Source: an optimization exercise on an open RTL-to-GDS flow (aim: small area). Production flows keep margins and buffers that such runs may drop. Function was checked by simulation only, so behaviour that the tests miss may differ from the original. Power is estimated from default activity; no workload was simulated.

==> flow/design.v <==
module fifo (
    input            clk,
    input            rstn,
    input            we,
    input            re,
    input            soft_rst,
    input      [7:0] din,
    output reg [7:0] dout,
    output           full,
    output           empty
);
    reg [4:0] last;
    reg [7:0] mem [15:0];
    integer i;
    assign empty = last[4];
    assign full  = (last == 5'd15);
    wire do_wr = we & ~full;
    wire do_rd = re & ~empty;
    always @(posedge clk) begin
        if (!rstn || soft_rst)
            last <= 5'b11111;
        else if (do_wr && !do_rd)
            last <= last + 5'd1;
        else if (do_rd && !do_wr)
            last <= last - 5'd1;
    end
    always @(posedge clk)
        if (do_wr) begin
            mem[0] <= din;
            for (i = 1; i < 16; i = i + 1)
                mem[i] <= mem[i-1];
        end
    always @(posedge clk) begin
        if (!rstn || soft_rst)
            dout <= 8'd0;
        else if (do_rd)
            dout <= mem[last[3:0]];
    end
endmodule
module fsm (
    input        clk, rstn, pkt_vd,
    input        fifo_full,
    input        fifo_empty0, fifo_empty1, fifo_empty2,
    input        sft_rst,
    input        parity_done, low_pkt_vd,
    input  [1:0] din,
    output       detect_add, ld_state, laf_state,
    output       lfd_state, write_enb_reg, rst_in_reg, busy
);
    localparam decode_address     = 3'b000,
               load_first_data    = 3'b001,
               load_data          = 3'b010,
               wait_till_empty    = 3'b011,
               load_parity        = 3'b100,
               check_parity_error = 3'b101,
               fifo_full_state    = 3'b110,
               load_after_full    = 3'b111;
    reg [2:0] pst, nst;
    always @(posedge clk) begin
        if (!rstn || sft_rst)
            pst <= decode_address;
        else
            pst <= nst;
    end
    reg sel_empty;
    always @(*) begin
        case (din)
            2'd0: sel_empty = fifo_empty0;
            2'd1: sel_empty = fifo_empty1;
            default: sel_empty = fifo_empty2;
        endcase
    end
    always @(*) begin
        nst = decode_address;
        case (pst)
            decode_address:
                if (pkt_vd && din != 2'd3)
                    nst = sel_empty ? load_first_data : wait_till_empty;
            load_first_data:
                nst = load_data;
            load_data:
                nst = fifo_full ? fifo_full_state : (pkt_vd ? load_data : load_parity);
            wait_till_empty:
                nst = (fifo_empty0 || fifo_empty1 || fifo_empty2) ? load_first_data : wait_till_empty;
            load_parity:
                nst = check_parity_error;
            check_parity_error:
                nst = fifo_full ? fifo_full_state : decode_address;
            fifo_full_state:
                nst = fifo_full ? fifo_full_state : load_after_full;
            load_after_full:
                nst = parity_done ? decode_address : (low_pkt_vd ? load_parity : load_data);
        endcase
    end
    assign detect_add    = (pst == decode_address);
    assign lfd_state     = (pst == load_first_data);
    assign ld_state      = (pst == load_data);
    assign laf_state     = (pst == load_after_full);
    assign write_enb_reg = (pst == load_data || pst == load_parity || pst == load_after_full);
    assign rst_in_reg    = (pst == check_parity_error);
    assign busy          = !(pst == load_data || pst == decode_address);
endmodule
module register (
    input        clk, rstn, pkt_vd, fifo_full, rst_in_reg,
    input        detect_addr, ld_state, laf_state,
    input  [7:0] din,
    output reg   parity_done, low_pkt_vd, error,
    output reg [7:0] dout
);
    reg [7:0] fifo_full_reg;
    reg [7:0] pkt_parity_reg;
    reg [7:0] itrnl_parity_reg;
    always @(posedge clk) begin
        if (detect_addr || (ld_state && !fifo_full))
            dout <= din;
        else if (laf_state)
            dout <= fifo_full_reg;
    end
    always @(posedge clk) begin
        if (!rstn)
            fifo_full_reg <= 8'b0;
        else if (ld_state && fifo_full)
            fifo_full_reg <= din;
    end
    always @(posedge clk) begin
        if (!rstn)
            pkt_parity_reg <= 8'b0;
        else if (!pkt_vd && ld_state)
            pkt_parity_reg <= din;
    end
    always @(posedge clk) begin
        if (detect_addr)
            itrnl_parity_reg <= din;
        else if (ld_state && pkt_vd)
            itrnl_parity_reg <= itrnl_parity_reg ^ din;
    end
    always @(posedge clk) begin
        if (!rstn)
            error <= 1'b0;
        else if (parity_done)
            error <= (itrnl_parity_reg != pkt_parity_reg);
    end
    always @(posedge clk) begin
        if (!rstn)
            parity_done <= 1'b0;
        else
            parity_done <= !pkt_vd && ((ld_state && !fifo_full) || laf_state);
    end
    always @(posedge clk) begin
        if (!rstn)
            low_pkt_vd <= 1'b0;
        else if (rst_in_reg)
            low_pkt_vd <= 1'b0;
        else if (ld_state && !pkt_vd)
            low_pkt_vd <= 1'b1;
    end
endmodule
module synchronizer_block (
    input        clk, rstn,
    input        detect_addr, write_enb_reg,
    input        re0, re1, re2,
    input        e0, e1, e2,
    input        f0, f1, f2,
    input  [1:0] din,
    output reg   fifo_full,
    output       vo0, vo1, vo2,
    output       sr0, sr1, sr2,
    output reg [2:0] we
);
    reg [1:0] address;
    reg [4:0] count_0, count_1, count_2;
    always @(posedge clk) begin
        if (!rstn)
            address <= 2'b00;
        else if (detect_addr)
            address <= din;
    end
    always @(*) begin
        we = 3'b000;
        if (write_enb_reg)
            case (address)
                2'b00: we = 3'b001;
                2'b01: we = 3'b010;
                2'b10: we = 3'b100;
                default: we = 3'b000;
            endcase
    end
    always @(*) begin
        case (address)
            2'b00: fifo_full = f0;
            2'b01: fifo_full = f1;
            2'b10: fifo_full = f2;
            default: fifo_full = 1'b0;
        endcase
    end
    assign vo0 = ~e0;
    assign vo1 = ~e1;
    assign vo2 = ~e2;
    assign sr0 = (count_0 == 5'b10000);
    assign sr1 = (count_1 == 5'b10000);
    assign sr2 = (count_2 == 5'b10000);
    always @(posedge clk) begin
        if (!rstn || e0 || re0) count_0 <= 5'd0;
        else count_0 <= {count_0[3:0], count_0[4] ^ count_0[1] ^ ~|count_0};
    end
    always @(posedge clk) begin
        if (!rstn || e1 || re1) count_1 <= 5'd0;
        else count_1 <= {count_1[3:0], count_1[4] ^ count_1[1] ^ ~|count_1};
    end
    always @(posedge clk) begin
        if (!rstn || e2 || re2) count_2 <= 5'd0;
        else count_2 <= {count_2[3:0], count_2[4] ^ count_2[1] ^ ~|count_2};
    end
endmodule
module top_module (
    input         clk, rstn,
    input         pkt_vd,
    input         re0, re1, re2,
    input  [7:0]  din,
    output        vo0, vo1, vo2,
    output        busy, error,
    output [7:0]  dout0, dout1, dout2
);
    wire sr0, sr1, sr2;
    wire parity_done, fifo_full, low_pkt_vd;
    wire fe0, fe1, fe2;
    wire full0, full1, full2;
    wire detect_addr, ld_state, laf_state, write_enb_reg;
    wire lfd_state, rst_int_reg;
    wire [2:0] we;
    wire [7:0] data_out;
    fifo f1 (.clk(clk), .rstn(rstn), .we(we[0]), .re(re0), .soft_rst(sr0),
             .din(data_out), .dout(dout0), .full(full0), .empty(fe0));
    fifo f2 (.clk(clk), .rstn(rstn), .we(we[1]), .re(re1), .soft_rst(sr1),
             .din(data_out), .dout(dout1), .full(full1), .empty(fe1));
    fifo f3 (.clk(clk), .rstn(rstn), .we(we[2]), .re(re2), .soft_rst(sr2),
             .din(data_out), .dout(dout2), .full(full2), .empty(fe2));
    fsm fb (
        .clk(clk), .rstn(rstn), .pkt_vd(pkt_vd), .din(din[1:0]),
        .fifo_full(fifo_full),
        .fifo_empty0(fe0), .fifo_empty1(fe1), .fifo_empty2(fe2),
        .sft_rst(sr0 | sr1 | sr2),
        .parity_done(parity_done), .low_pkt_vd(low_pkt_vd),
        .detect_add(detect_addr), .ld_state(ld_state), .laf_state(laf_state),
        .lfd_state(lfd_state), .write_enb_reg(write_enb_reg),
        .rst_in_reg(rst_int_reg), .busy(busy)
    );
    register r1 (
        .clk(clk), .rstn(rstn), .pkt_vd(pkt_vd), .fifo_full(fifo_full),
        .rst_in_reg(rst_int_reg),
        .detect_addr(detect_addr), .ld_state(ld_state), .laf_state(laf_state),
        .din(din),
        .parity_done(parity_done), .low_pkt_vd(low_pkt_vd), .error(error),
        .dout(data_out)
    );
    synchronizer_block s1 (
        .clk(clk), .rstn(rstn),
        .detect_addr(detect_addr), .write_enb_reg(write_enb_reg),
        .re0(re0), .re1(re1), .re2(re2),
        .e0(fe0), .e1(fe1), .e2(fe2),
        .f0(full0), .f1(full1), .f2(full2),
        .din(din[1:0]),
        .vo0(vo0), .vo1(vo1), .vo2(vo2),
        .sr0(sr0), .sr1(sr1), .sr2(sr2),
        .fifo_full(fifo_full), .we(we)
    );
endmodule
Settings: LEC_CHECK=0, CAP_MARGIN=20, CORE_MARGIN=2, CORE_UTILIZATION=70, PLACE_DENSITY=0.9, SLEW_MARGIN=20; clock period 5.0 ns.
standard.sh (not shown) runs the stock make flow with config.mk's settings and CLKGATE_MAP_FILE= SYNTH_SCRIPT=/design/flow/synth_recipe.tcl, a recipe that flattens the netlist after the stock synthesis.
==> flow/flow/run.sh <==
#!/bin/bash
# The standard layout (standard.sh), with these changes:
#  - synthesis maps the logic with an area-oriented ABC script (flow/area.abc)
#    and without ORFS's half/full-adder extraction; the rest of the synthesis
#    script is the standard flow's own, so the registers are the standard synthesis's;
#  - no pre-placement timing repair at floorplan (REMOVE_ABC_BUFFERS=1): it
#    upsizes cells against unplaced, unbuffered wire loads;
#  - clock tree: clkbuf_4 sink clusters of up to 10 flops, no dummy loads;
#  - port buffers use the smallest buffer cell (buf_1).
# Each tool's full output goes to ORFS's logs; make's output to standard.log.
set -euo pipefail
HERE=$(pwd)
cat flow/abc_override.tcl synth_recipe.tcl > my_synth.tcl
sed "s#SYNTH_SCRIPT=[^ ]*#SYNTH_SCRIPT=$HERE/my_synth.tcl#" standard.sh > my_standard.sh
export MY_ABC_SCRIPT=$HERE/flow/area.abc
export ADDER_MAP_FILE=
export REMOVE_ABC_BUFFERS=1
export CTS_ARGS="-sink_clustering_enable -repair_clock_nets -buf_list sky130_fd_sc_hd__clkbuf_4 -dont_use_dummy_load -sink_clustering_size 10 -sink_clustering_max_diameter 40"
export BUFFER_PORTS_ARGS="-buffer_cell sky130_fd_sc_hd__buf_1"
bash my_standard.sh > standard.log 2>&1
==> flow/flow/abc_override.tcl <==
# Map the combinational logic with an area-oriented ABC script (flow/area.abc)
# instead of ORFS's delay-driven one. Everything else in synthesis is unchanged.
proc abc {args} {
  set i [lsearch -exact $args -script]
  if { $i >= 0 } { set args [lreplace $args $i [expr {$i + 1}] -script $::env(MY_ABC_SCRIPT)] }
  set i [lsearch -exact $args -D]
  if { $i >= 0 } { set args [lreplace $args $i [expr {$i + 1}]] }
  yosys abc {*}$args
}
==> flow/flow/area.abc <==
strash
&get -n
&st
&dch
&nf -a -R 1000 -Q 100 -C 32
&put
mfs2 -a
strash
&get -n
&st
&dch
&nf -a -R 1000 -Q 100 -C 32
&put
mfs2 -a
strash
&get -n
&st
&dch
&nf -a -R 1000 -Q 100 -C 32
&put
Edit:
==> flow/flow/run.sh (replaced) <==
#!/bin/bash
# The standard layout (standard.sh) with three changes:
#  - synthesis maps logic with an area-oriented ABC script (flow/area.abc);
#    the rest of the synthesis script, and so every register, is the standard flow's own;
#  - clock tree: no dummy loads, clkbuf_8 sink clusters;
#  - port buffers use the smallest buffer cell.
set -euo pipefail
HERE=$(pwd)
cat flow/abc_override.tcl synth_recipe.tcl > my_synth.tcl
sed "s#SYNTH_SCRIPT=[^ ]*#SYNTH_SCRIPT=$HERE/my_synth.tcl#" standard.sh > my_standard.sh
export MY_ABC_SCRIPT=$HERE/flow/area.abc
export CTS_ARGS="-sink_clustering_enable -repair_clock_nets -buf_list sky130_fd_sc_hd__clkbuf_4 -dont_use_dummy_load -sink_clustering_size 10 -sink_clustering_max_diameter 40"
export BUFFER_PORTS_ARGS="-buffer_cell sky130_fd_sc_hd__buf_1"
bash my_standard.sh > standard.log 2>&1
==> flow/flow/area.abc (replaced) <==
strash
&get -n
&st
&dch
&nf -a -R 1000
&put
mfs2 -a
strash
&get -n
&st
&dch
&nf -a -R 1000
&put
CAP_MARGIN = 0   (was 20)
CORE_UTILIZATION = 40   (was 70)
PLACE_DENSITY = unset   (was 0.9)
SLEW_MARGIN = 0   (was 20)
Result:
- The changed run finished clean
- worst setup slack improved by 0.39 ns
- clock power increases by roughly a tenth
- power increases by roughly a tenth
Edit:
--- a/flow/flow/run.sh
+++ b/flow/flow/run.sh
@@ -6 +6,3 @@
-#  - port buffers use the smallest buffer cell.
+#  - port buffers use the smallest buffer cell;
+#  - no pre-placement timing repair at floorplan (REMOVE_ABC_BUFFERS=1): it
+#    upsizes cells against unplaced, unbuffered wire loads.
@@ -12,0 +15 @@
+export REMOVE_ABC_BUFFERS=1
==> flow/flow/area.abc (replaced) <==
strash
&get -n
&st
&dch
&nf -a -R 1000 -Q 100 -C 32
&put
mfs2 -a
strash
&get -n
&st
&dch
&nf -a -R 1000 -Q 100 -C 32
&put
CAP_MARGIN = 20   (was 0)
CORE_UTILIZATION = 75   (was 40)
PLACE_DENSITY = 0.9   (was unset)
SLEW_MARGIN = 20   (was 0)
Core utilization rose by 37 points; setup slack is worse by 0.81 ns; area after synthesis fell by about 0.5%; global-route usage rose by 15 points; clock-buffer cell count fell by 13; die area fell by about 46%; final cell count fell by about 20%.
Edit:
--- a/flow/flow/run.sh
+++ b/flow/flow/run.sh
@@ -6,3 +6 @@
-#  - port buffers use the smallest buffer cell;
-#  - no pre-placement timing repair at floorplan (REMOVE_ABC_BUFFERS=1): it
-#    upsizes cells against unplaced, unbuffered wire loads.
+#  - port buffers use the smallest buffer cell.
@@ -15 +12,0 @@
-export REMOVE_ABC_BUFFERS=1
CORE_UTILIZATION = 40   (was 75)
PLACE_DENSITY = unset   (was 0.9)
The new run completed without violations.
Cell count increases by about 20%.
Setup slack improves by 0.51 ns.
Routed wire length went down by 1.0%.
Sequential power stays flat.
Worst hold slack got worse by 0.054 ns.
Edit:
--- a/flow/flow/run.sh
+++ b/flow/flow/run.sh
@@ -6 +6,3 @@
-#  - port buffers use the smallest buffer cell.
+#  - port buffers use the smallest buffer cell;
+#  - no pre-placement timing repair at floorplan (REMOVE_ABC_BUFFERS=1): it
+#    upsizes cells against unplaced, unbuffered wire loads.
@@ -12,0 +15,2 @@
+export REMOVE_ABC_BUFFERS=1
+export DONT_USE_CELLS="sky130_fd_sc_hd__buf_4 sky130_fd_sc_hd__buf_6 sky130_fd_sc_hd__buf_8 sky130_fd_sc_hd__buf_12 sky130_fd_sc_hd__buf_16"
CORE_UTILIZATION = 60   (was 40)
PLACE_DENSITY = 0.8   (was unset)
Routed wire length decreases by a few percent.
Hold slack gains 0.044 ns.
Global-route usage increases by 7.7 points.
Worst setup slack loses 0.22 ns.
Count of clock-buffer cells in the layout does not change.
Critical path depth increases by 1.
Sequential share of layout area increases by 1.3 points.
Power decreases slightly.
Clock skew decreases by 0.038 ns.
Final cell count decreases by roughly a tenth.
Maximum frequency decreases by a few percent.

---

Starts from the design.v that is shown in full above.
clock: 5.0 ns
lec_check: 0
cap_margin: 20
core_margin: 2
core_utilization: 60
place_density: 0.8
slew_margin: 20
==> flow/flow/run.sh <==
#!/bin/bash
# The standard layout (standard.sh), with these changes:
#  - synthesis maps the logic with an area-oriented ABC script (flow/area.abc)
#    and without ORFS's half/full-adder extraction; the rest of the synthesis
#    script is the standard flow's own, so the registers are the standard synthesis's;
#  - no pre-placement timing repair at floorplan (REMOVE_ABC_BUFFERS=1): it
#    upsizes cells against unplaced, unbuffered wire loads;
#  - clock tree: clkbuf_4 sink clusters of up to 10 flops, no dummy loads;
#  - port buffers use the smallest buffer cell (buf_1).
# Each tool's full output goes to ORFS's logs; make's output to standard.log.
set -euo pipefail
HERE=$(pwd)
cat flow/abc_override.tcl synth_recipe.tcl > my_synth.tcl
sed "s#SYNTH_SCRIPT=[^ ]*#SYNTH_SCRIPT=$HERE/my_synth.tcl#" standard.sh > my_standard.sh
export MY_ABC_SCRIPT=$HERE/flow/area.abc
export ADDER_MAP_FILE=
export REMOVE_ABC_BUFFERS=1
export CTS_ARGS="-sink_clustering_enable -repair_clock_nets -buf_list sky130_fd_sc_hd__clkbuf_8 -dont_use_dummy_load -sink_clustering_size 20 -sink_clustering_max_diameter 30"
export BUFFER_PORTS_ARGS="-buffer_cell sky130_fd_sc_hd__buf_1"
bash my_standard.sh > standard.log 2>&1
==> flow/flow/area.abc <==
strash
&get -n
&st
&dch
&nf -a -R 1000 -Q 100 -C 32
&put
mfs2 -a
strash
&get -n
&st
&dch
&nf -a -R 1000 -Q 100 -C 32
&put
mfs2 -a
strash
&get -n
&st
&dch
&nf -a -R 1000 -Q 100 -C 32
&put
Scripts as last shown in full above: flow/flow/abc_override.tcl
Then changed:
==> flow/flow/run.sh (replaced) <==
#!/bin/bash
# The standard layout (standard.sh) with three changes:
#  - synthesis maps logic with an area-oriented ABC script (flow/area.abc);
#    the rest of the synthesis script, and so every register, is the standard flow's own;
#  - clock tree: no dummy loads, clkbuf_8 sink clusters;
#  - port buffers use the smallest buffer cell;
#  - no pre-placement timing repair at floorplan (REMOVE_ABC_BUFFERS=1): it
#    upsizes cells against unplaced, unbuffered wire loads.
set -euo pipefail
HERE=$(pwd)
cat flow/abc_override.tcl synth_recipe.tcl > my_synth.tcl
sed "s#SYNTH_SCRIPT=[^ ]*#SYNTH_SCRIPT=$HERE/my_synth.tcl#" standard.sh > my_standard.sh
export MY_ABC_SCRIPT=$HERE/flow/area.abc
export CTS_ARGS="-sink_clustering_enable -repair_clock_nets -buf_list sky130_fd_sc_hd__clkbuf_4 -dont_use_dummy_load -sink_clustering_size 10 -sink_clustering_max_diameter 40"
export REMOVE_ABC_BUFFERS=1
export BUFFER_PORTS_ARGS="-buffer_cell sky130_fd_sc_hd__buf_1"
bash my_standard.sh > standard.log 2>&1
==> flow/flow/area.abc (replaced) <==
strash
&get -n
&st
&dch
&nf -a -R 1000 -Q 100 -C 32
&put
mfs2 -a
strash
&get -n
&st
&dch
&nf -a -R 1000 -Q 100 -C 32
&put
PLACE_DENSITY = not set   (was 0.8)
Clock-buffer cell count came out lower by 20.
Power goes down by 24%.
Clock power goes down by 37%.
Die area is higher by 1.0%.
Setup slack improved by 0.033 ns.
Global-route usage increases by 0.65 points.

## separate check: timing with driven ports
Ports are ideal in the flow. The routed layouts listed here were re-timed in OpenROAD.
Step 1, drivers: a clkbuf_16 drives clk and a buf_2 each remaining input, both assumed.
Step 2, shift: input delay + t, output delay - t, t = (earliest + latest rising clock arrival at the registers) / 2. This alone moves slack from input paths to output paths.
Slacks: ideal ports / drivers / drivers and shift; pairs: ideal ports / drivers.
run | shift t [ns] | setup WS [ns] | worst setup path at the end | slew at the worst register clock pin (ns) | worst data-port slew with drivers (ns)
the first run of note 1 | 0.754 | 1.530 / 1.530 / 1.530 | register to register | 0.12 / 0.12 | 0.08
the second run of note 1 | 0.764 | 1.917 / 1.917 / 1.276 | input to register | 0.11 / 0.11 | 0.07
the third run of note 1 | 0.751 | 1.110 / 1.110 / 1.110 | register to register | 0.11 / 0.11 | 0.03
the fourth run of note 1 | 0.818 | 1.622 / 1.622 / 1.001 | input to register | 0.11 / 0.11 | 0.08
the fifth run of note 1 | 0.739 | 1.401 / 1.401 / 1.045 | input to register | 0.12 / 0.12 | 0.05
the first run of note 2 | 0.605 | 1.570 / 1.570 / 1.570 | register to register | 0.08 / 0.08 | 0.04
the second run of note 2 | 0.747 | 1.602 / 1.602 / 1.483 | input to register | 0.11 / 0.11 | 0.03
After both steps every run listed still meets setup and hold. For the second run of note 1, which loses most, drivers alone change the setup slack by 0.000 ns; drivers and shift together by -0.641 ns.
